Context: an optimization exercise on an open-source flow, tuned for small area, a short achievable clock period and few clock cycles per item. The choices shown serve that exercise and are no tape-out recipe. The RTL was checked by simulation tests, not by an equivalence proof against the original design.

<file path="flow/run.sh">
#!/bin/bash
# synth_recipe.tcl (not shown) runs the flow's synth.tcl, then flattens the netlist and writes it again
# the make line also repeats each setting of config.mk as NAME=value (left out here)
make -C /OpenROAD-flow-scripts/flow DESIGN_CONFIG=/design/flow/config.mk WORK_HOME=/design/flow/orfs CLKGATE_MAP_FILE= SYNTH_SCRIPT=/design/flow/synth_recipe.tcl finish
</file>
<file path="flow/config.mk">
export PLATFORM = sky130hd
export DESIGN_NAME = mul_div_unit
export DESIGN_NICKNAME = mul_div_unit
export VERILOG_FILES = /design/flow/design.v
export SDC_FILE = /design/flow/constraint.sdc
export NUM_CORES = 4
export LEC_CHECK = 0
export CAP_MARGIN = 20
export CORE_MARGIN = 2
export CORE_UTILIZATION = 40
export SETUP_SLACK_MARGIN = 1.7
export SLEW_MARGIN = 20
</file>
<file path="flow/constraint.sdc">
create_clock -name core_clock -period 6.0 [get_ports {clk}]
set_input_delay 1.2000 -clock core_clock [delete_from_list [all_inputs] [get_ports {clk}]]
set_output_delay 1.2000 -clock core_clock [all_outputs]
set_load 0.01 [all_outputs]
</file>
<file path="flow/design.v">
module mdu_chunks (
  input  wire [63:0] v,
  input  wire        e,
  output wire [2:0]  m
);
  wire f1 = (v[63:15] == {49{e}});
  wire f2 = (v[63:31] == {33{e}});
  wire f3 = (v[63:47] == {17{e}});
  wire f4 = (v[63]    == e);
  assign m = f1 ? 3'd1 : f2 ? 3'd2 : f3 ? 3'd3 : f4 ? 3'd4 : 3'd5;
endmodule
module mdu_add69 (
  input  wire [68:0] a,
  input  wire [68:0] b,
  input  wire        cin,
  output wire [68:0] s
);
  localparam N = 70;    
  wire [N-1:0] g0 = {a & b, cin};
  wire [N-1:0] p0 = {a ^ b, 1'b0};
  wire [N-1:0] g [0:7];
  wire [N-1:0] p [0:7];
  assign g[0] = g0;
  assign p[0] = p0;
  genvar l, i;
  generate
    for (l = 0; l < 7; l = l + 1) begin : lv
      for (i = 0; i < N; i = i + 1) begin : bt
        if (((i >> l) & 1) == 1) begin : op
          assign g[l+1][i] = g[l][i] | (p[l][i] & g[l][((i >> l) << l) - 1]);
          assign p[l+1][i] = p[l][i] & p[l][((i >> l) << l) - 1];
        end else begin : pass
          assign g[l+1][i] = g[l][i];
          assign p[l+1][i] = p[l][i];
        end
      end
    end
  endgenerate
  assign s = p0[N-1:1] ^ g[7][N-2:0];
endmodule
module mdu_lzc64 (
  input  wire [63:0] v,
  output wire [6:0]  lz
);
  wire [31:0] z1;
  wire [31:0] c1;
  genvar g;
  generate
    for (g = 0; g < 32; g = g + 1) begin : l1
      assign z1[g] = ~(v[2*g+1] | v[2*g]);
      assign c1[g] = ~v[2*g+1];
    end
  endgenerate
  wire [15:0] z2;
  wire [31:0] c2;
  generate
    for (g = 0; g < 16; g = g + 1) begin : l2
      assign z2[g] = z1[2*g+1] & z1[2*g];
      assign c2[2*g+1:2*g] = z1[2*g+1] ? {1'b1, c1[2*g]} : {1'b0, c1[2*g+1]};
    end
  endgenerate
  wire [7:0]  z3;
  wire [23:0] c3;
  generate
    for (g = 0; g < 8; g = g + 1) begin : l3
      assign z3[g] = z2[2*g+1] & z2[2*g];
      assign c3[3*g+2:3*g] = z2[2*g+1] ? {1'b1, c2[4*g+1:4*g]} : {1'b0, c2[4*g+3:4*g+2]};
    end
  endgenerate
  wire [3:0]  z4;
  wire [15:0] c4;
  generate
    for (g = 0; g < 4; g = g + 1) begin : l4
      assign z4[g] = z3[2*g+1] & z3[2*g];
      assign c4[4*g+3:4*g] = z3[2*g+1] ? {1'b1, c3[6*g+2:6*g]} : {1'b0, c3[6*g+5:6*g+3]};
    end
  endgenerate
  wire [1:0]  z5;
  wire [9:0]  c5;
  generate
    for (g = 0; g < 2; g = g + 1) begin : l5
      assign z5[g] = z4[2*g+1] & z4[2*g];
      assign c5[5*g+4:5*g] = z4[2*g+1] ? {1'b1, c4[8*g+3:8*g]} : {1'b0, c4[8*g+7:8*g+4]};
    end
  endgenerate
  assign lz = (z5[1] & z5[0]) ? 7'd64 :
              z5[1] ? {2'b01, c5[4:0]} : {2'b00, c5[9:5]};
endmodule
module mul_div_unit #(
  parameter XLEN = 64
)(
  input  wire                clk,
  input  wire                reset_n,
  input  wire                start,
  input  wire  [3:0]         operation,
  input  wire                is_word_op,
  input  wire  [XLEN-1:0]    operand_a,
  input  wire  [XLEN-1:0]    operand_b,
  output wire  [XLEN-1:0]    result,
  output wire                busy,
  output wire                ready
);
  localparam S_IDLE  = 0;
  localparam S_MIT   = 1;
  localparam S_MEXT  = 2;
  localparam S_SKIP  = 3;
  localparam S_DPREP = 4;
  localparam S_ABSB  = 5;
  localparam S_LZ    = 6;
  localparam S_DIT   = 7;
  localparam S_CORR  = 8;
  localparam S_FIN   = 9;
  localparam NS      = 10;
  reg [NS-1:0] st;
  reg          rdy;
  reg          bsy;
  reg [65:0] ra;
  reg [63:0] rx;
  reg [63:0] rl;
  reg [5:0]  cnt;
  reg [1:0]  mc;         
  reg        e5;         
  reg [2:0]  opr;
  reg        wr;
  reg        sn, sd;     
  reg        negq;       
  reg        osel;       
  reg        o32;        
  reg        a_sx, a_en, a_inv;     
  reg        sel1, sel2, bneg;      
  reg        tsel1, tsel2, tneg;    
  reg        a_q;                   
  reg        cx;                    
  reg        xs;                    
  wire hi     = ~opr[2] & (opr[1] | opr[0]);
  wire d_sg   = ~opr[0];                      
  wire d_rem  = opr[1];
  wire wsx = ~(operation[2] & operation[0]);
  wire [63:0] a_in = is_word_op ? {{32{wsx & operand_a[31]}}, operand_a[31:0]} : operand_a;
  wire [63:0] b_in = is_word_op ? {{32{wsx & operand_b[31]}}, operand_b[31:0]} : operand_b;
  wire [68:0] add_a = {a_sx ? {{3{ra[65]}}, ra[65:64]} : 5'b00000,
                       ((ra[63:0] & {64{a_en}}) | (rl & {64{a_q}})) ^ {64{a_inv}}};
  wire [68:0] x69   = {{5{xs}}, rx};
  wire [68:0] x269  = {{4{xs}}, rx, 1'b0};
  wire [68:0] x469  = {{3{xs}}, rx, 2'b00};
  wire [68:0] x869  = {{2{xs}}, rx, 3'b000};
  wire [68:0] pp0   = ((sel1 ? x69 : 69'd0) | (sel2 ? x269 : 69'd0)) ^ {69{bneg}};
  wire [68:0] pp1   = ((tsel1 ? x469 : 69'd0) | (tsel2 ? x869 : 69'd0)) ^ {69{tneg}};
  wire [68:0] csa_s = add_a ^ pp0 ^ pp1;
  wire [68:0] csa_c = {(add_a[67:0] & pp0[67:0]) | (add_a[67:0] & pp1[67:0]) |
                       (pp0[67:0] & pp1[67:0]), bneg};
  wire [68:0] sum;
  mdu_add69 add (.a(csa_s), .b(csa_c), .cin(tneg | cx), .s(sum));
  wire i_sa = ~(operation[1] & operation[0]);    
  wire i_sb = ~operation[1];                     
  wire xa = i_sa & a_in[63];
  wire xb = i_sb & b_in[63];
  wire [2:0] ma, mb;
  mdu_chunks cha (.v(a_in), .e(xa), .m(ma));
  mdu_chunks chb (.v(b_in), .e(xb), .m(mb));
  wire swap = (mb < ma);                      
  wire [3:0] y0 = swap ? b_in[3:0] : a_in[3:0];
  wire [2:0] mm = swap ? mb : ma;
  function [2:0] booth;    
    input [2:0] y;
    begin
      booth[2] = y[1] ^ y[0];
      booth[1] = (y == 3'b011) | (y == 3'b100);
      booth[0] = y[2] & ~(y[1] & y[0]);
    end
  endfunction
  wire [6:0] lzn, lzd;
  mdu_lzc64 lz_n (.v(ra[63:0]), .lz(lzn));
  mdu_lzc64 lz_d (.v(rx),       .lz(lzd));
  wire [7:0] sdiff = {1'b0, lzd} - {1'b0, lzn};
  wire       dz    = lzd[6];
  wire       qz    = sdiff[7];            
  wire       neg_n = d_sg & ra[63];
  wire       neg_d = d_sg & rx[63];
  wire       c_sn  = st[S_LZ] & sn;
  wire       c_neg = d_rem ? c_sn : ((c_sn ^ (st[S_LZ] & sd)) & ~dz);
  wire       norm  = st[S_LZ] | (st[S_DPREP] & ~neg_n & ~neg_d);
  reg [NS-1:0] st_n;
  reg          done;
  reg          osel_n;
  reg          negq_n;
  always @(*) begin
    st_n   = {NS{1'b0}};
    done   = 1'b0;
    osel_n = osel;
    negq_n = negq;
    case (1'b1)
      st[S_IDLE]: begin
        if (start) st_n[operation[2] ? S_DPREP : S_MIT] = 1'b1;
        else st_n[S_IDLE] = 1'b1;
      end
      st[S_MIT]: begin
        osel_n = ~hi;
        if (cnt != 6'd0) st_n[S_MIT] = 1'b1;
        else if (~mc[0]) st_n[S_SKIP] = 1'b1;
        else if (e5) st_n[S_MEXT] = 1'b1;
        else done = 1'b1;
      end
      st[S_MEXT]: done = 1'b1;
      st[S_SKIP]: done = 1'b1;
      st[S_DPREP], st[S_LZ]: begin
        if (st[S_DPREP] & neg_d) st_n[S_ABSB] = 1'b1;
        else if (st[S_DPREP] & neg_n) st_n[S_LZ] = 1'b1;
        else if (st[S_DPREP] & sum[68]) begin
          osel_n = ~d_rem;
          done = 1'b1;
        end else begin
          negq_n = c_neg;
          if (dz | qz) begin
            osel_n = ~d_rem;
            if (d_rem & c_sn) st_n[S_FIN] = 1'b1;
            else done = 1'b1;
          end else st_n[S_DIT] = 1'b1;
        end
      end
      st[S_ABSB]:  st_n[S_LZ] = 1'b1;
      st[S_DIT]: begin
        if (cnt != 6'd0) st_n[S_DIT] = 1'b1;
        else begin
          osel_n = ~d_rem;
          if (d_rem & sum[68]) st_n[S_CORR] = 1'b1;
          else if (negq) st_n[S_FIN] = 1'b1;
          else done = 1'b1;
        end
      end
      st[S_CORR]: begin
        if (negq) st_n[S_FIN] = 1'b1;
        else done = 1'b1;
      end
      st[S_FIN]: begin
        osel_n = 1'b0;
        done = 1'b1;
      end
      default: ;
    endcase
    if (done) st_n[S_IDLE] = 1'b1;
  end
  always @(posedge clk or negedge reset_n) begin
    if (!reset_n) begin
      st  <= {{(NS-1){1'b0}}, 1'b1};
      rdy <= 1'b0;
      bsy <= 1'b0;
    end else begin
      st  <= st_n;
      rdy <= done;
      if (st[S_IDLE]) bsy <= start;
      else if (done) bsy <= 1'b0;
    end
  end
  wire i_negn = ~operation[0] & a_in[63];
  wire cnt0   = (cnt == 6'd0);
  wire fixr   = d_rem & sum[68];            
  reg       a_sx_n, a_en_n, a_inv_n, a_q_n;
  reg [2:0] bd0_n, bd1_n;
  always @(*) begin
    a_sx_n  = 1'b1;
    a_en_n  = 1'b1;
    a_inv_n = 1'b0;
    a_q_n   = 1'b0;
    bd0_n   = 3'b000;
    bd1_n   = 3'b000;
    case (1'b1)
      st[S_IDLE]: begin
        if (operation[2]) begin
          a_sx_n  = 1'b0;
          a_inv_n = i_negn;
          bd0_n   = i_negn ? 3'b000 : 3'b101;
        end else begin
          bd0_n = booth({y0[1:0], 1'b0});
          bd1_n = booth(y0[3:1]);
        end
      end
      st[S_MIT]: begin
        if (cnt0) bd0_n = 3'b100;             
        else begin
          bd0_n = booth(rl[5:3]);
          bd1_n = booth(rl[7:5]);
        end
      end
      st[S_DPREP]: begin
        a_en_n = ~neg_d;
        bd0_n  = 3'b101;
      end
      st[S_LZ]: begin
        a_inv_n = (dz | qz) & c_neg;
        bd0_n   = (dz | qz) ? 3'b000 : 3'b101;
      end
      st[S_DIT]: begin
        if (cnt0) begin
          a_sx_n  = d_rem | ~negq;
          a_en_n  = d_rem | ~negq;
          a_q_n   = ~d_rem & negq;
          a_inv_n = negq & ~fixr;
          bd0_n   = {fixr, 2'b00};
        end else
          bd0_n = {1'b1, 1'b0, ~sum[68]};     
      end
      st[S_CORR]: begin
        a_inv_n = negq;
      end
      default: ;
    endcase
  end
  always @(posedge clk) begin
    a_sx  <= a_sx_n;
    a_en  <= a_en_n;
    a_inv <= a_inv_n;
    cx    <= a_inv_n;
    a_q   <= a_q_n;
    {sel1, sel2, bneg}    <= bd0_n;
    {tsel1, tsel2, tneg}  <= bd1_n;
    osel  <= osel_n;
    o32   <= st[S_MIT] ? ~mc[1] : (st[S_IDLE] ? 1'b0 : o32);
    negq  <= negq_n;
  end
  always @(posedge clk) begin
    case (1'b1)
      st[S_IDLE]: begin
        opr <= operation[2:0];
        wr  <= is_word_op;
        if (operation[2]) begin
          ra <= {2'b00, a_in};
          rx <= b_in;
          xs <= 1'b0;
        end else begin
          ra <= 66'd0;
          rl <= swap ? b_in : a_in;
          rx <= swap ? a_in : b_in;
          xs <= swap ? xa : xb;
        end
        e5  <= (mm == 3'd5);
        mc  <= (mm == 3'd5) ? 2'd3 : mm[1:0] - 2'd1;
        cnt <= (mm == 3'd5) ? 6'd15 : {2'b00, mm[1:0] - 2'd1, 2'b11};
      end
      st[S_MIT]: begin
        ra  <= {sum[68], sum[68:4]};
        rl  <= {sum[3:0], rl[63:4]};
        cnt <= cnt - 6'd1;
      end
      st[S_MEXT]: begin
        ra <= sum[65:0];
      end
      st[S_SKIP]: begin
        ra  <= {{16{ra[65]}}, ra[65:16]};
        rl  <= {ra[15:0], rl[63:16]};
      end
      st[S_DPREP]: begin
        sn <= neg_n;
        sd <= neg_d;
        rl <= 64'd0;
        if (neg_n)
          ra <= {2'b00, sum[63:0]};
      end
      st[S_ABSB]: begin
        rx <= sum[63:0];
      end
      st[S_DIT]: begin
        ra  <= sum[65:0];
        rl  <= {rl[62:0], ~sum[68]};
        if (cnt != 6'd0)
          rx <= {1'b0, rx[63:1]};
        cnt <= cnt - 6'd1;
      end
      st[S_CORR]: begin
        ra <= sum[65:0];
      end
      st[S_FIN]: begin
        ra <= {2'b00, sum[63:0]};
      end
      default: ;
    endcase
    if (norm) begin
      rl <= {64{dz}};
      if (~(dz | qz)) begin
        rx  <= rx << sdiff[5:0];
        cnt <= sdiff[5:0];
      end
    end
  end
  wire [63:0] rv = o32 ? (osel ? {ra[31:0], rl[63:32]} : {{30{ra[65]}}, ra[65:32]})
                      : (osel ? rl : ra[63:0]);
  assign result = wr ? {{32{rv[31]}}, rv[31:0]} : rv;
  assign busy   = bsy;
  assign ready  = rdy;
endmodule
</file>
==> results of run 1 <==
-- repair_timing --
item / CTS / global route
endpoints found under the setup margin: 272 / 219
buffers inserted: 193 / 79
cloned: 16 / 5
hold endpoints to repair: 0 / 0
pin swaps: 238 / 167
gates resized for setup: 843 / 393
-- worst paths after layout --
| kind | slack (ns) | start | cells past startpoint | to |
|---|---|---|---|---|
| min in group asynchronous | 0.94 | reset_n | 1 | rdy |
| hold / removal | 0.47 | mc[0] | 1 | st[3] |
| setup reg to reg | 0.72 | ra[52] | 21 | rx[62] |
| hold reg to reg | 0.47 | mc[0] | 1 | st[3] |
| max in group asynchronous | 4.66 | reset_n | 1 | st[3] |
| setup / recovery | 0.72 | ra[52] | 21 | rx[62] |
-- cells in the final DEF (no fill, tap or decap), types with 111 or more instances in the layout --
cell type | netlist | layout
inv_1 | 169 | 159
nor2_1 | 322 | 292
o21ai_0 | 286 | 154
mux2i_1 | 207 | 134
clkdlybuf4s50_1 | 0 | 111
a22oi_1 | 198 | 158
nand2_1 | 403 | 361
edfxtp_1 | 145 | 145
a21oi_1 | 373 | 304
buf_4 | 7 | 426
-- state kept, by name (all words and copies together), names as in the netlist, 2 cells and up --
signal	cells
st	10
rx	64
mc	2
rl	64
cnt	6
opr	3
ra	66
-- worst max-delay path, cell delays in order (launching register included) --
cell	delay, ns
edfxtp_1	0.39
or4_4	0.58
or3_4	0.39
nand2b_4	0.17
nor2_4	0.14
and2_4	0.16
a32o_2	0.33
ha_4	0.19
inv_2	0.04
fa_2	0.60
buf_12	0.15
buf_4	0.10
buf_4	0.11
a211oi_1	0.04
a21oi_1	0.22
nand2_1	0.15
a31oi_4	0.23
mux2i_1	0.12
buf_4	0.17
o211ai_1	0.34
a21bo_2	0.27
a211oi_2	0.21
-- metrics by stage --
stage / hold slack (ns) / setup WS [ns] / cell area [um2]
after floorplan: 0.414 / 1.47 / 32100
after global placement: 0.424 / 0.131 / 36500
after detailed placement: 0.450 / 0.164 / 36500
after CTS: 0.466 / 0.920 / 42700
after global routing: 0.488 / 0.716 / 45000
final: 0.470 / 0.720 / 45100
-- Yosys cell counts (all sizes together) (29+ instances only) --
library cell and count:
nand3 63, a21o 32, clkbuf 310, o31ai 41, a31oi 39, dfxtp 78, buf 92, nand4 43
nor2 322, mux2i 207, fa 76, ha 85, o211ai 59, o21ai 292, inv 171, and3 42
mux4 52, mux2 29, xor2 127, nor2b 56, nor3b 61, a22oi 198, o221ai 46, nor4 55
xnor2 134, a21oi 374, edfxtp 145, o22ai 41, nor3 112, a211oi 74, nand2 403
-- layout make-up --
class	instances	share of cell area, %
Timing Repair Buffer	827	18.5
Multi-Input combinational cell	3324	61.0
Clock buffer	35	1.75
Tap cell	1050	2.92
Clock inverter	19	0.408
Sequential cell	235	13.9
Inverter	172	1.47
Antenna cell	3	0.0167
-- kinds of logic after synthesis --
| family | after synthesis | synth area share (%) |
|---|---|---|
| and+or+nand+nor | 1238 | 18.5 |
| muxes | 288 | 11.3 |
| AOI/OAI and AO/OA | 1376 | 28.1 |
| adders and majority gates | 161 | 8.17 |
| DFF | 235 | 19.6 |
| xor gates and xnor gates | 261 | 7.22 |
| buffers and inverters | 574 | 7.03 |
-- routing by layer --
layer	global-route usage, %	up-vias	share of wire (%)
met5	0	-	0.043
met4	34.4	4	10
met3	12.8	794	14
met2	62.7	3225	40
met1	55.4	18900	36
li1	-	16200	-
==> reports/metrics.yaml, run 1 <==
run_status:
  outcome: "finished clean"
floorplan:
  rows: 103
  ios: 202
  die_w_um: 285
  core_um2: 78600
  die_y_um: 285
  dieArea_um2: 81400
  initial_utilization_pct: 40.3
synth:
  synth.top_cell.area_share_pct: 13.8
  yosysSeqAreaShare_pct: 19.6
  synth_warnings: 2
  yosysTopAreaCell: "edfxtp_1"
  synthArstFlopShare_pct: 5.11
  synth_edf_count: 145
  ys_types: 90
  yosys-top-cells-area: "edfxtp_1 14%, mux2i_1 6.5%, a21oi_1 5.9%"
  synth-seq-cells: 235
  synth.avg_cell_area_um2: 7.66
  ys.flop_type: "edfxtp_1"
  synth_fp_nets: 4430
  synthesis.area_um2: 31700
  synth_cells: 4133
sta:
  tightest_slew_ns: 1.18
  slew_viol_final: 0
  fin_skew_ns: 0.0358
  rsz0062_at_grt: "yes"
  min_period_over_period_pct: 88.0
  hold_viol_final: 0
  fmaxAchievable_mhz: 189
  maxSlewHeadroom_pct: 20.8
  setup_tns_ns: 0
  setup_violations: 0
  min_period_ns: 5.28
cts:
  htreeDepth: 1
  root_buffer: "clkbuf_16"
  clkTransAtPathRegs_ns: 0.07
  cts_sinks: 235
  cts_buffer_depth: 3
  cts_tree: "done"
  cts_buffers: 29
  clk-insertion-delay-late_ns: 0.62
  cts_hold_buf: 0
worst_setup_path:
  critPathArrivalTime_ns: 5.74
  critPathKind: "flip-flop to flip-flop"
  cp_max_fo: 5
  required_ns: 6.46
  startpoint_type: "flip-flop"
  cp-end-kind: "flip-flop"
global_routing:
  antenna_found_initial: 6
  grt_max_degree: 91
  grt_pass1_wl_um: 262000
  grt_pass1_vias: 36000
  grt.total_usage_pct: 43.9
  overflow: 0
routing:
  drtIter0Drc: 6601
  first_pass_iters: 6
  wirelength_um: 189000
  avgViaCountPerCell: 6.91
  route.detailed.drc: 0
  vias: 39100
  drtAntennaViolNets: 0
  post_drt_wl_per_cell_um: 33.3
layout:
  ff_latch_area_um2: 6270
  fin_util_pct: 57.3
  area.growth.synth_to_final_pct: 42.3
  nFillCells: 7182
  layout.cells.non_filler: 5665
  multi_input_area_um2: 27500
  fin_nets: 4886
  drive_above_1_share_pct: 31.2
placement:
  dpl.cell_count: 5315
  post-dp-hpwl_um: 136000
  port_buffers: 200
  gp_congestion: 1.08
min_path:
  hold_class: "flip-flop to flip-flop"
job:
  drv_cap: 0
Testbench counts, summed over its fixed seeds: cycles 33,120, ops 3,200.
==> run 2: changes to the inputs <==
--- a/flow/design.v
+++ b/flow/design.v
@@ -107,10 +107,11 @@
   localparam S_DPREP = 4;
   localparam S_ABSB  = 5;
   localparam S_LZ    = 6;
-  localparam S_DIT   = 7;
-  localparam S_CORR  = 8;
-  localparam S_FIN   = 9;
-  localparam NS      = 10;
+  localparam S_SHIFT = 7;
+  localparam S_DIT   = 8;
+  localparam S_CORR  = 9;
+  localparam S_FIN   = 10;
+  localparam NS      = 11;
   reg [NS-1:0] st;
   reg          rdy;
   reg          bsy;
@@ -124,6 +125,7 @@
   reg        wr;
   reg        sn, sd;     
   reg        negq;       
+  reg [6:0]  lzn_r, lzd_r;
   reg        osel;       
   reg        o32;        
   reg        a_sx, a_en, a_inv;     
@@ -172,14 +174,12 @@
   wire [6:0] lzn, lzd;
   mdu_lzc64 lz_n (.v(ra[63:0]), .lz(lzn));
   mdu_lzc64 lz_d (.v(rx),       .lz(lzd));
-  wire [7:0] sdiff = {1'b0, lzd} - {1'b0, lzn};
-  wire       dz    = lzd[6];
+  wire [7:0] sdiff = {1'b0, lzd_r} - {1'b0, lzn_r};
+  wire       dz    = lzd_r[6];
   wire       qz    = sdiff[7];            
   wire       neg_n = d_sg & ra[63];
   wire       neg_d = d_sg & rx[63];
-  wire       c_sn  = st[S_LZ] & sn;
-  wire       c_neg = d_rem ? c_sn : ((c_sn ^ (st[S_LZ] & sd)) & ~dz);
-  wire       norm  = st[S_LZ] | (st[S_DPREP] & ~neg_n & ~neg_d);
+  wire       c_neg = d_rem ? sn : ((sn ^ sd) & ~dz);
   reg [NS-1:0] st_n;
   reg          done;
   reg          osel_n;
@@ -203,22 +203,24 @@
       end
       st[S_MEXT]: done = 1'b1;
       st[S_SKIP]: done = 1'b1;
-      st[S_DPREP], st[S_LZ]: begin
-        if (st[S_DPREP] & neg_d) st_n[S_ABSB] = 1'b1;
-        else if (st[S_DPREP] & neg_n) st_n[S_LZ] = 1'b1;
-        else if (st[S_DPREP] & sum[68]) begin
+      st[S_DPREP]: begin
+        if (neg_d) st_n[S_ABSB] = 1'b1;
+        else if (neg_n) st_n[S_LZ] = 1'b1;
+        else if (sum[68]) begin
           osel_n = ~d_rem;
           done = 1'b1;
-        end else begin
-          negq_n = c_neg;
-          if (dz | qz) begin
-            osel_n = ~d_rem;
-            if (d_rem & c_sn) st_n[S_FIN] = 1'b1;
-            else done = 1'b1;
-          end else st_n[S_DIT] = 1'b1;
-        end
+        end else st_n[S_SHIFT] = 1'b1;
       end
       st[S_ABSB]:  st_n[S_LZ] = 1'b1;
+      st[S_LZ]:    st_n[S_SHIFT] = 1'b1;
+      st[S_SHIFT]: begin
+        negq_n = c_neg;
+        if (dz | qz) begin
+          osel_n = ~d_rem;
+          if (d_rem & sn) st_n[S_FIN] = 1'b1;
+          else done = 1'b1;
+        end else st_n[S_DIT] = 1'b1;
+      end
       st[S_DIT]: begin
         if (cnt != 6'd0) st_n[S_DIT] = 1'b1;
         else begin
@@ -286,7 +288,7 @@
         a_en_n = ~neg_d;
         bd0_n  = 3'b101;
       end
-      st[S_LZ]: begin
+      st[S_SHIFT]: begin
         a_inv_n = (dz | qz) & c_neg;
         bd0_n   = (dz | qz) ? 3'b000 : 3'b101;
       end
@@ -317,6 +319,8 @@
     osel  <= osel_n;
     o32   <= st[S_MIT] ? ~mc[1] : (st[S_IDLE] ? 1'b0 : o32);
     negq  <= negq_n;
+    lzn_r <= lzn;
+    lzd_r <= lzd;
   end
   always @(posedge clk) begin
     case (1'b1)
@@ -359,6 +363,13 @@
       st[S_ABSB]: begin
         rx <= sum[63:0];
       end
+      st[S_SHIFT]: begin
+        rl <= {64{dz}};
+        if (~(dz | qz)) begin
+          rx  <= rx << sdiff[5:0];
+          cnt <= sdiff[5:0];
+        end
+      end
       st[S_DIT]: begin
         ra  <= sum[65:0];
         rl  <= {rl[62:0], ~sum[68]};
@@ -374,13 +385,6 @@
       end
       default: ;
     endcase
-    if (norm) begin
-      rl <= {64{dz}};
-      if (~(dz | qz)) begin
-        rx  <= rx << sdiff[5:0];
-        cnt <= sdiff[5:0];
-      end
-    end
   end
   wire [63:0] rv = o32 ? (osel ? {ra[31:0], rl[63:32]} : {{30{ra[65]}}, ra[65:32]})
                       : (osel ? rl : ra[63:0]);
--- a/flow/config.mk
+++ b/flow/config.mk
@@ -8,5 +8,5 @@
 export CAP_MARGIN = 20
 export CORE_MARGIN = 2
 export CORE_UTILIZATION = 40
-export SETUP_SLACK_MARGIN = 1.7
+export SETUP_SLACK_MARGIN = 1.5
 export SLEW_MARGIN = 20
==> reports/metrics.yaml, run 2 <==
run_status:
  outcome: "finished clean"
cts:
  clkTransAtPathRegs_ns: 0.06  # about the same
  clk-insertion-delay-late_ns: 0.59  # -0.03 ns
  cts_tree: "done"
  cts_sinks: 250  # +6.4%
  cts_buffer_depth: 3  # unchanged
  root_buffer: "clkbuf_16"
  cts_buffers: 35  # +21%
  htreeDepth: 2  # +1
  cts_hold_buf: 0  # unchanged
synth:
  synth_adder_area_share_pct: 8.08  # -0.085 points
  synth_fp_nets: 4118  # -7.0%
  ys_types: 101  # +12%
  yosysSeqAreaShare_pct: 22.5  # +2.9 points
  synth_cells: 3821  # -7.5%
  synthXorXnorAreaFrac_pct: 7.03  # -0.19 points
  synthArstFlopShare_pct: 5.20  # +0.094 points
  ys.flop_type: "edfxtp_1"
  synth.top_cell.area_share_pct: 20.0  # +6.2 points
  yosysTopAreaCell: "edfxtp_1"
  synthSimpleGateAreaFrac_pct: 13.3  # -5.2 points
  synthMuxAreaShare_pct: 13.2  # +1.9 points
  synth_warnings: 2  # unchanged
  synthesis.area_um2: 32000  # +1.0%
  yosys-top-cells-area: "edfxtp_1 20%, mux4_2 5.9%, mux2i_1 5.8%"
  synth-seq-cells: 250  # +6.4%
  synth_edf_count: 213  # +47%
  synth.most_common_cell: "a21oi_1"
  synth_common_cells: "344 x a21oi_1, 292 x nand2_1, 262 x clkbuf_1"
  synth_top_family_by_area: "compound AO/OA/AOI/OAI gates"
  synth_compound_area_share_pct: 28.2  # +0.045 points
  synth.avg_cell_area_um2: 8.37  # +9.3%
layout:
  largest_reg_flops: 66  # unchanged
  area.growth.synth_to_final_pct: 24.6
  largest-register: "ra"
  fin_nets: 4282  # -12%
  mostFrequentLayoutCell: "a21oi_1"
  final_cell_mix: "316 x a21oi_1, 285 x nand2_1, 244 x inv_1, 234 x nor2_1, 223 x buf_4"
  layout.cells.non_filler: 5066  # -11%
  drive_above_1_share_pct: 20.0  # -11 points
  reg_top3: "ra: 66 flops, rl: 64 flops, rx: 64 flops"
floorplan:
  die_w_um: 287  # +0.52%
  initial_utilization_pct: 40.4  # +0.16 points
  ios: 202  # unchanged
  die_y_um: 287  # +0.52%
  dieArea_um2: 82200  # +1.0%
  rows: 103  # unchanged
  core_um2: 79100  # +0.66%
routing:
  first_pass_iters: 9  # +3
  vias: 35800  # -8.4%
  route.detailed.drc: 0  # unchanged
  wirelength_um: 179000  # -5.3%
  avgViaCountPerCell: 7.07  # +2.4%
  drtIter0Drc: 6385  # -3.3%
  drtAntennaViolNets: 0  # unchanged
  post_drt_wl_per_cell_um: 35.3  # +5.9%
sta:
  tightest_slew_ns: 1.13  # -0.0494 ns
  fin_skew_ns: 0.0279  # -0.00783 ns
  min_period_over_period_pct: 81.9  # -6.1 points
  hold_ws_ns: 0.491  # +0.0216 ns
  setup_violations: 0  # unchanged
  setup_tns_ns: 0  # unchanged
  hold_viol_final: 0  # unchanged
  min_period_ns: 4.92  # -0.363 ns
  rsz0062_at_grt: "yes"
  slew_viol_final: 0  # unchanged
  maxSlewHeadroom_pct: 24.2  # +3.4 points
  fmaxAchievable_mhz: 203  # +7.4%
min_path:
  hold_class: "flip-flop to flip-flop"
job:
  drv_cap: 0  # unchanged
global_routing:
  grt.total_usage_pct: 41.9  # -2.1 points
  grt_pass1_wl_um: 247000  # -5.9%
  grt_pass1_vias: 33000  # -8.3%
  grt_max_degree: 85  # -6.6%
  overflow: 0  # unchanged
  antenna_found_initial: 9  # +3
placement:
  post-dp-hpwl_um: 130000  # -4.8%
  port_buffers: 200  # unchanged
  gp_congestion: 1.09  # +1.1%
  dpl.cell_count: 4864  # -8.5%
worst_setup_path:
  cp-end-kind: "flip-flop"
  required_ns: 6.29  # -0.17 ns
  critPathArrivalTime_ns: 5.21  # -0.53 ns
  critPathKind: "flip-flop to flip-flop"
  cp_max_fo: 7  # +2
  startpoint_type: "flip-flop"
## run 2: cell types whose count changed in the layout (fill, tap and decap cells not counted), sizes merged, moves of 36 or more
cell and delta:
buf -339, nand2 -110, inv +84, nor2 -76
o21ai -76, a221oi +69, edfxtp +68, nor3b -55
dfxtp -54, dlymetal6s2s +52, dlygate4sd2 -38, nor3 -36
## run 2: cells by family after synthesis
family / count (synthesis)
compound gates: 1324
xor+xnor: 256
fa+ha+maj: 161
buf+inv: 616
flops: 250
mux: 312
simple gates: 902
## run 2: area by class of cell
cell class | instances | area [um2]
Sequential cell | 250 | 7250
Inverter | 257 | 967
Antenna cell | 6 | 15.0
Tap cell | 1050 | 1310
Clock buffer | 41 | 930
Fill cell | 7582 | 39300
Timing Repair Buffer | 486 | 4880
Clock inverter | 21 | 208
Multi-Input combinational cell | 2955 | 24300
## run 2: layer usage
layer	global-route usage (%)	up-vias	part of all wire [%]
met5	0.872	-	0.086
met3	15.4	735	15
met1	52.4	17300	35
met4	28.3	10	9.0
li1	-	14700	-
met2	60.0	3109	41
## run 2: through the flow
step	area (um2)	util, %	setup WS [ns]
2_1_floorplan	32100	-	1.50
3_3_place_gp	35300	44.7	0.319
3_5_place_dp	35300	44.7	0.289
4_1_cts	38500	48.7	1.32
5_1_grt	39800	50.4	1.03
6_report	39900	50.4	1.08
## run 2: worst paths after layout
kind                            startpoint     end  slack [ns]  depth (start not counted)
min in group asynchronous          reset_n   st[9]        1.04                          1
worst max-delay path                   a_q  rx[32]        1.08                         17
worst max register to register         a_q  rx[32]        1.08                         17
max in group asynchronous          reset_n   st[1]        4.46                          1
worst min register to register       mc[0]   st[3]        0.49                          1
worst min-delay path                 mc[0]   st[3]        0.49                          1
## run 2: critical path, stage by stage, from the launching register on
cell and delay (ns):
dfxtp_4 0.43, buf_6 0.15, a22oi_2 0.49, xor2_2 0.17, fa_1 0.54, inv_2 0.05
ha_4 0.26, o211ai_1 0.16, nor4b_4 0.32, o211ai_4 0.14, a211oi_2 0.25, buf_6 0.18
nor2_4 0.06, fa_2 0.36, xnor2_2 0.15, buf_4 0.14, a222oi_1 0.58, o211ai_1 0.16
## run 2: timing repair
item                                    CTS  global route
endpoints found under the setup margin  231           204
pin swaps                                64            58
buffers inserted                         87            38
endpoints found under the hold margin     0             0
gates resized for setup                 226           244
cloned                                    7             2
Testbench counts of run 2, summed over its fixed seeds: cycles 34,161, ops 3,200.
==> run 3: changes to the inputs <==
--- a/flow/config.mk
+++ b/flow/config.mk
@@ -8,5 +8,5 @@
 export CAP_MARGIN = 20
 export CORE_MARGIN = 2
 export CORE_UTILIZATION = 40
-export SETUP_SLACK_MARGIN = 1.5
+export SETUP_SLACK_MARGIN = 1.2
 export SLEW_MARGIN = 20
==> reports/metrics.yaml, run 3 <==
run_status:
  outcome: "finished clean"
routing:
  wirelength_um: 175000  # -2.0%
  drtIter0Drc: 6555  # +2.7%
  vias: 35300  # -1.4%
  avgViaCountPerCell: 7.03  # -0.58%
  drtAntennaViolNets: 0  # unchanged
  post_drt_wl_per_cell_um: 34.9  # -1.2%
  route.detailed.drc: 0  # unchanged
  first_pass_iters: 7  # -2
layout:
  drive_above_1_share_pct: 16.1  # -3.9 points
  reg_top3: "ra: 66 flops, rl: 64 flops, rx: 64 flops"
  multi_input_area_um2: 23500  # -3.3%
  fin_nets: 4242  # -0.93%
  largest_reg_flops: 66  # unchanged
  final_cell_mix: "325 x a21oi_1, 288 x nand2_1, 249 x inv_1, 234 x nor2_1, 213 x edfxtp_1"
  area.growth.synth_to_final_pct: 20.2
  largest-register: "ra"
  mostFrequentLayoutCell: "a21oi_1"
  ff_latch_area_um2: 7240  # about the same
  nFillCells: 7755  # +2.3%
global_routing:
  grt_pass1_vias: 31800  # -3.6%
  antenna_found_initial: 11  # +2
  grt.total_usage_pct: 40.6  # -1.2 points
  overflow: 0  # unchanged
  grt_pass1_wl_um: 240000  # -2.7%
  grt_max_degree: 105  # +24%
floorplan:
  core_um2: 79100  # unchanged
  die_w_um: 287  # unchanged
  ios: 202  # unchanged
  dieArea_um2: 82200  # unchanged
  die_y_um: 287  # unchanged
  initial_utilization_pct: 40.4  # unchanged
  rows: 103  # unchanged
sta:
  min_period_over_period_pct: 83.0  # +1.0 points
  maxSlewHeadroom_pct: 27.6  # +3.4 points
  slew_viol_final: 0  # unchanged
  setup_tns_ns: 0  # unchanged
  hold_viol_final: 0  # unchanged
  fmaxAchievable_mhz: 201  # -1.2%
  fin_skew_ns: 0.0449  # +0.0170 ns
  rsz0062_at_grt: "yes"
  tightest_slew_ns: 1.09  # -0.0482 ns
  setup_violations: 0  # unchanged
  hold_ws_ns: 0.464  # -0.0275 ns
  min_period_ns: 4.98  # +0.0611 ns
cts:
  cts_buffer_depth: 3  # unchanged
  cts_tree: "done"
  clk-insertion-delay-late_ns: 0.59  # about the same
  cts_hold_buf: 0  # unchanged
  cts_sinks: 250  # unchanged
  cts_buffers: 35  # unchanged
  clkTransAtPathRegs_ns: 0.06  # about the same
  root_buffer: "clkbuf_16"
  htreeDepth: 2  # unchanged
min_path:
  min_from: "mc[0]"
  holdPathEnd: "st[3]"
  hold_class: "flip-flop to flip-flop"
  holdPathStages: 1  # unchanged
synth:
  synthesis.area_um2: 32000  # unchanged
  yosysTopAreaCell: "edfxtp_1"
  synthArstFlopShare_pct: 5.20  # unchanged
  yosys-top-cells-area: "edfxtp_1 20%, mux4_2 5.9%, mux2i_1 5.8%"
  synth_common_cells: "344 x a21oi_1, 292 x nand2_1, 262 x clkbuf_1"
  synth-seq-cells: 250  # unchanged
  synth.most_common_cell: "a21oi_1"
  ys.flop_type: "edfxtp_1"
  synth.avg_cell_area_um2: 8.37  # unchanged
  synth_cells: 3821  # unchanged
  synth_warnings: 2  # unchanged
  synth_edf_count: 213  # unchanged
  yosysSeqAreaShare_pct: 22.5  # unchanged
  synth_fp_nets: 4118  # unchanged
  synth.top_cell.area_share_pct: 20.0  # unchanged
  ys_types: 101  # unchanged
worst_setup_path:
  reg2reg_setup_slack_ns: 1.02  # -0.06 ns
  rr_endpoint: "rx[32]"
  rr_startpoint: "a_en"
  cp-end-kind: "flip-flop"
  ff2ff_path_depth: 18  # +1
  critPathArrivalTime_ns: 5.26  # +0.05 ns
  critPathKind: "flip-flop to flip-flop"
  crit_top_cell: "buf_6"
  required_ns: 6.28  # about the same
  crit_chain: "buf_8 > buf_6 > buf_6 > a22oi_2 > xor2_4 > fa_1 > inv_2 > ha_4 > nand4_1 > or3_4 > a211oi_4 > buf_6 > nor2_4 > fa_2 > xnor2_2 > buf_4 > a222oi_1 > o211ai_1"
  cp_max_fo: 7  # unchanged
  max_stage_delay_ns: 0.58  # about the same
  crit_path_top_delay_cell: "fa_1"
  startpoint_type: "flip-flop"
job:
  drv_cap: 0  # unchanged
placement:
  port_buffers: 200  # unchanged
  gp_congestion: 1.10  # +0.84%
  post-dp-hpwl_um: 129000  # -0.37%
-- run 3: cell counts after synthesis --
No cell type changed its count.
-- run 3: layer usage --
metal / vias to the layer above / share of wire (%) / track usage, %
met5: - / 0.039 / 0
met4: 10 / 8.6 / 27.0
met3: 681 / 14 / 13.0
met2: 2879 / 41 / 59.1
met1: 17200 / 36 / 51.5
li1: 14600 / - / -
-- run 3: kinds of logic after synthesis --
family	Yosys count	share of synthesized area [%]
AO/OA/AOI/OAI	1324	28.2
XOR/XNOR	256	7.03
multiplexers	312	13.2
adder cells (fa/ha/maj)	161	8.08
flip-flops	250	22.5
AND/OR/NAND/NOR	902	13.3
buffers and inverters	616	7.66
-- run 3: final cells by class --
class / instances / share of cell area (%)
Clock inverter: 17 / 0.553
Timing Repair Buffer: 445 / 11.1
Antenna cell: 5 / 0.0325
Sequential cell: 250 / 18.8
Inverter: 257 / 2.51
Tap cell: 1050 / 3.42
Multi-Input combinational cell: 2956 / 61.1
Clock buffer: 44 / 2.45
-- run 3: worst max path at each step --
stage | slack (ns) | to | startpoint
after floorplan | 1.30 | ra[60] | tneg
after global placement | 0.30 | rx[58] | operand_b[24]
after detailed placement | 0.26 | rx[58] | operand_b[24]
after CTS | 1.13 | ra[60] | a_en
after global routing | 1.02 | rx[32] | a_en
final | 1.02 | rx[32] | a_en
-- run 3: timing repair --
action | 4_1_cts | 5_1_grt
cloned | 1 | 6
resized for setup | 85 | 139
buffers inserted | 58 | 37
pin swaps | 19 | 61
endpoints found under the setup margin | 167 | 172
-- run 3: per-stage QoR --
stage                     instance area (um2)  std cells  worst slack (ns)  utilization [%]
final                                   38500       5024              1.02             48.6
after global routing                    38400       5019              1.02             48.6
after CTS                               37400       4976              1.13             47.3
after detailed placement                35300       4856             0.255             44.5
after global placement                  35300       4856             0.303             44.5
after floorplan                         32000       3821              1.30                -
-- run 3: critical path, delay by kind of cell, from the launching register on --
family / cells / cell delay (ns)
adder cells (fa/ha/maj): 3 / 1.23
AND/OR/NAND/NOR: 3 / 0.64
buffers and inverters: 6 / 0.76
flip-flops: 1 / 0.41
AO/OA/AOI/OAI: 4 / 1.27
XOR/XNOR: 2 / 0.35
==> run 4: changes to the inputs <==
--- a/flow/design.v
+++ b/flow/design.v
@@ -127,6 +127,7 @@
   reg        negq;       
   reg [6:0]  lzn_r, lzd_r;
   reg        osel;       
+  reg        o16;        
   reg        o32;        
   reg        a_sx, a_en, a_inv;     
   reg        sel1, sel2, bneg;      
@@ -197,7 +198,7 @@
       st[S_MIT]: begin
         osel_n = ~hi;
         if (cnt != 6'd0) st_n[S_MIT] = 1'b1;
-        else if (~mc[0]) st_n[S_SKIP] = 1'b1;
+        else if (mc == 2'd2) st_n[S_SKIP] = 1'b1;
         else if (e5) st_n[S_MEXT] = 1'b1;
         else done = 1'b1;
       end
@@ -317,7 +318,8 @@
     {sel1, sel2, bneg}    <= bd0_n;
     {tsel1, tsel2, tneg}  <= bd1_n;
     osel  <= osel_n;
-    o32   <= st[S_MIT] ? ~mc[1] : (st[S_IDLE] ? 1'b0 : o32);
+    o16   <= st[S_MIT] ? (mc == 2'd0) : (st[S_IDLE] ? 1'b0 : o16);
+    o32   <= st[S_MIT] ? (mc == 2'd1) : (st[S_IDLE] ? 1'b0 : o32);
     negq  <= negq_n;
     lzn_r <= lzn;
     lzd_r <= lzd;
@@ -386,7 +388,8 @@
       default: ;
     endcase
   end
-  wire [63:0] rv = o32 ? (osel ? {ra[31:0], rl[63:32]} : {{30{ra[65]}}, ra[65:32]})
+  wire [63:0] rv = o16 ? (osel ? {ra[47:0], rl[63:48]} : {{46{ra[65]}}, ra[65:48]}) :
+                   o32 ? (osel ? {ra[31:0], rl[63:32]} : {{30{ra[65]}}, ra[65:32]})
                       : (osel ? rl : ra[63:0]);
   assign result = wr ? {{32{rv[31]}}, rv[31:0]} : rv;
   assign busy   = bsy;
--- a/flow/config.mk
+++ b/flow/config.mk
@@ -8,5 +8,5 @@
 export CAP_MARGIN = 20
 export CORE_MARGIN = 2
 export CORE_UTILIZATION = 40
-export SETUP_SLACK_MARGIN = 1.2
+export SETUP_SLACK_MARGIN = 1.5
 export SLEW_MARGIN = 20
==> reports/metrics.yaml, run 4 <==
floorplan:
  initial_utilization_pct: 40.6  # +0.15 points
  die_y_um: 290  # +1.2%
  ios: 202  # unchanged
  rows: 104  # +0.97%
  die_w_um: 290  # +1.2%
  dieArea_um2: 84300  # +2.5%
  core_um2: 80800  # +2.1%
placement:
  gp_congestion: 1.11  # +0.58%
  place_ws_ns: -0.0261  # -0.282 ns
  post-dp-hpwl_um: 138000  # +6.6%
  place_area_um2: 36500  # +3.4%
  dpl.cell_count: 5048  # +4.0%
  port_buffers: 200  # unchanged
layout:
  largest-register: "ra"
  fin_util_pct: 51.4  # +2.8 points
  final_cell_mix: "388 x a21oi_1, 285 x nor2_1, 269 x nand2_1, 268 x buf_4, 245 x inv_1"
  fin_nets: 4477  # +5.5%
  largest_reg_flops: 66  # unchanged
  layout.cells.non_filler: 5277  # +5.0%
  drive_above_1_share_pct: 20.8  # +4.7 points
  mostFrequentLayoutCell: "a21oi_1"
  reg_top3: "ra: 66 flops, rl: 64 flops, rx: 64 flops"
  area.growth.synth_to_final_pct: 26.8
  nFillCells: 7640  # -1.5%
  fin_area_um2: 41600  # +8.1%
synth:
  synth-seq-cells: 251  # +0.40%
  yosysSeqAreaShare_pct: 22.1  # -0.46 points
  synth_top_family_by_area: "compound AO/OA/AOI/OAI gates"
  yosys-top-cells-area: "edfxtp_1 20%, mux2i_1 6.9%, a21oi_1 6.3%"
  ys.flop_type: "edfxtp_1"
  synth_compound_area_share_pct: 28.3  # +0.11 points
  synth_common_cells: "410 x a21oi_1, 306 x clkbuf_1, 297 x nor2_1"
  synth_edf_count: 214  # +0.47%
  synth.top_cell.area_share_pct: 19.6  # -0.40 points
  synth_cells: 3976  # +4.1%
  synthArstFlopShare_pct: 5.18  # -0.021 points
  synth.most_common_cell: "a21oi_1"
  synthesis.area_um2: 32800  # +2.5%
  synthMuxAreaShare_pct: 14.5  # +1.3 points
  synth_adder_area_share_pct: 7.88  # -0.20 points
  ys_types: 93  # -7.9%
  yosysTopAreaCell: "edfxtp_1"
  synth_fp_nets: 4273  # +3.8%
  synth_warnings: 2  # unchanged
  synth.avg_cell_area_um2: 8.25  # -1.5%
  synthXorXnorAreaFrac_pct: 6.71  # -0.33 points
  synthSimpleGateAreaFrac_pct: 13.0  # -0.32 points
cts:
  clk-insertion-delay-late_ns: 0.62  # +0.03 ns
  htreeDepth: 2  # unchanged
  clkTransAtPathRegs_ns: 0.06  # about the same
  cts_buffer_depth: 3  # unchanged
  root_buffer: "clkbuf_16"
  cts_tree: "done"
  cts_hold_buf: 0  # unchanged
  cts_sinks: 251  # +0.40%
  cts_buffers: 38  # +8.6%
routing:
  route.detailed.drc: 0  # unchanged
  vias: 37500  # +6.0%
  wirelength_um: 192000  # +9.5%
  drtAntennaViolNets: 0  # unchanged
  drtIter0Drc: 5988  # -8.6%
  post_drt_wl_per_cell_um: 36.4  # +4.3%
  first_pass_iters: 7  # unchanged
  avgViaCountPerCell: 7.10  # +0.93%
sta:
  slew_viol_final: 0  # unchanged
  min_period_ns: 5.11  # +0.136 ns
  setup_violations: 0  # unchanged
  maxSlewHeadroom_pct: 12.8  # -15 points
  setup_slack_ns: 0.887  # -0.136 ns
  fin_skew_ns: 0.0403  # -0.00460 ns
  hold_viol_final: 0  # unchanged
  setup_tns_ns: 0  # unchanged
  tightest_slew_ns: 1.30  # +0.217 ns
  rsz0062_at_grt: "yes"
  min_period_over_period_pct: 85.2  # +2.3 points
  hold_ws_ns: 0.563  # +0.0996 ns
  fmaxAchievable_mhz: 196  # -2.7%
global_routing:
  antenna_found_initial: 16  # +5
  overflow: 0  # unchanged
  grt_max_degree: 81  # -23%
  grt.total_usage_pct: 42.8  # +2.2 points
  grt_pass1_wl_um: 260000  # +8.5%
  grt_pass1_vias: 33900  # +6.6%
worst_setup_path:
  cp_max_fo: 6  # -1
  required_ns: 6.35  # +0.07 ns
  cp-end-kind: "flip-flop"
  critPathArrivalTime_ns: 5.46  # +0.20 ns
  critPathKind: "flip-flop to flip-flop"
  startpoint_type: "flip-flop"
  ff2ff_path_depth: 19  # +1
min_path:
  holdPathStages: 2  # +1
  hold_class: "flip-flop to flip-flop"
run_status:
  outcome: "finished clean"
job:
  drv_cap: 0  # unchanged
-- run 4: cell types whose count changed in the layout (fill, tap and decap cells not counted), sizes merged, moves of 11 or more --
| cell | before | now |
|---|---|---|
| buf | 240 | 340 |
| and3 | 19 | 30 |
| o21a | 19 | 46 |
| a211oi | 63 | 31 |
| a21oi | 344 | 411 |
| clkdlybuf4s50 | 188 | 160 |
| nand2 | 293 | 280 |
| dlygate4sd2 | 1 | 23 |
| nor2b | 44 | 19 |
| o211ai | 38 | 25 |
| o31ai | 43 | 11 |
| mux2i | 185 | 229 |
| o21ai | 216 | 264 |
| nor2 | 246 | 297 |
-- run 4: path summary, 6_finish.rpt --
check | endpoint | slack [ns] | from
min | st[2] | 0.56 | e5
max in group asynchronous | st[1] | 4.52 | reset_n
max reg2reg | ra[63] | 0.89 | a_en
max | ra[63] | 0.89 | a_en
min in group asynchronous | st[9] | 0.99 | reset_n
min reg2reg | st[2] | 0.56 | e5
-- run 4: routing by layer --
layer  track usage [%]  share of wire [%]  wire length (um)
met3              13.9                 15             28900
met2              61.3                 41             78300
met5                 0              0.050                96
met1              56.1                 36             69000
met4              25.5                8.1             15600
-- run 4: area by class of cell --
type	instances	area, um2	share of cell area, %
tap	1060	1330	3.19
timing repair buffer	551	5430	13.1
clock buffer	49	1090	2.61
sequential	251	7280	17.5
inverter	252	948	2.28
clock inverter	18	211	0.509
antenna	10	25.0	0.0602
multi-input combinational	3086	25300	60.8
-- run 4: repair_timing --
action / 4_1_cts / 5_1_grt
pin swaps: 73 / 137
gates resized for setup: 238 / 238
buffers inserted: 78 / 60
endpoints found under the setup margin: 241 / 233
gates cloned: 6 / 7
-- run 4: logic make-up (layout without fill, tap and decap cells) --
| group | count (synthesis) | after routing |
|---|---|---|
| compound gates | 1388 | 1389 |
| xor+xnor | 251 | 251 |
| fa+ha+maj | 161 | 161 |
| buf+inv | 641 | 870 |
| flops | 251 | 251 |
| mux | 362 | 363 |
| other cells | 0 | 10 |
| simple gates | 922 | 922 |
-- run 4: worst max-delay path: stages (launching register included) --
cell and delay, ns:
dfxtp_4 0.36, buf_12 0.14, buf_12 0.13, clkbuf_16 0.16, a22oi_2 0.44, xor2_1 0.17, fa_1 0.52, inv_1 0.05
ha_1 0.38, and2_1 0.23, and3_1 0.28, and3_1 0.26, nand2_1 0.19, a21o_1 0.26, nand2_2 0.08, a21o_1 0.19
fa_2 0.53, mux2i_1 0.16, o21ai_1 0.08, a31o_2 0.23
Testbench counts of run 4, summed over its fixed seeds: cycles 33,380, ops 3,200.

==> static timing again, ports no longer ideal <==
In the flow no input, the clock included, has a driving cell. The finished layouts below were timed again as built, in two steps.
Step 1 sets driving cells, clkbuf_16 on the clock port and buf_2 on the other inputs (assumed; they add their load-dependent delay and slew).
Step 2 adds t to the input delays and takes it off the output delays; t is the mean of the earliest and latest rising clock arrival at the registers after step 1. Input paths then give back, and output paths get back, about the clock's delay inside the block.
Three values: ideal, step 1, step 2; two values: the first two.
| run | t, ns | setup WS [ns] | hold slack, ns | worst setup path at the end |
|---|---|---|---|---|
| run 1 | 0.682 | 0.720 / 0.720 / 0.720 | 0.470 / 0.470 / 0.470 | register to register |
| run 2 | 0.647 | 1.083 / 1.083 / 0.942 | 0.491 / 0.491 / 0.491 | input to register |
| run 3 | 0.639 | 1.022 / 1.022 / 0.603 | 0.464 / 0.464 / 0.464 | input to register |
| run 4 | 0.668 | 0.887 / 0.887 / 0.644 | 0.563 / 0.563 / 0.563 | input to register |
After both steps setup and hold are still met in every run listed. For run 3, which loses most, drivers alone change the setup slack by 0.000 ns; drivers and shift together by -0.419 ns.
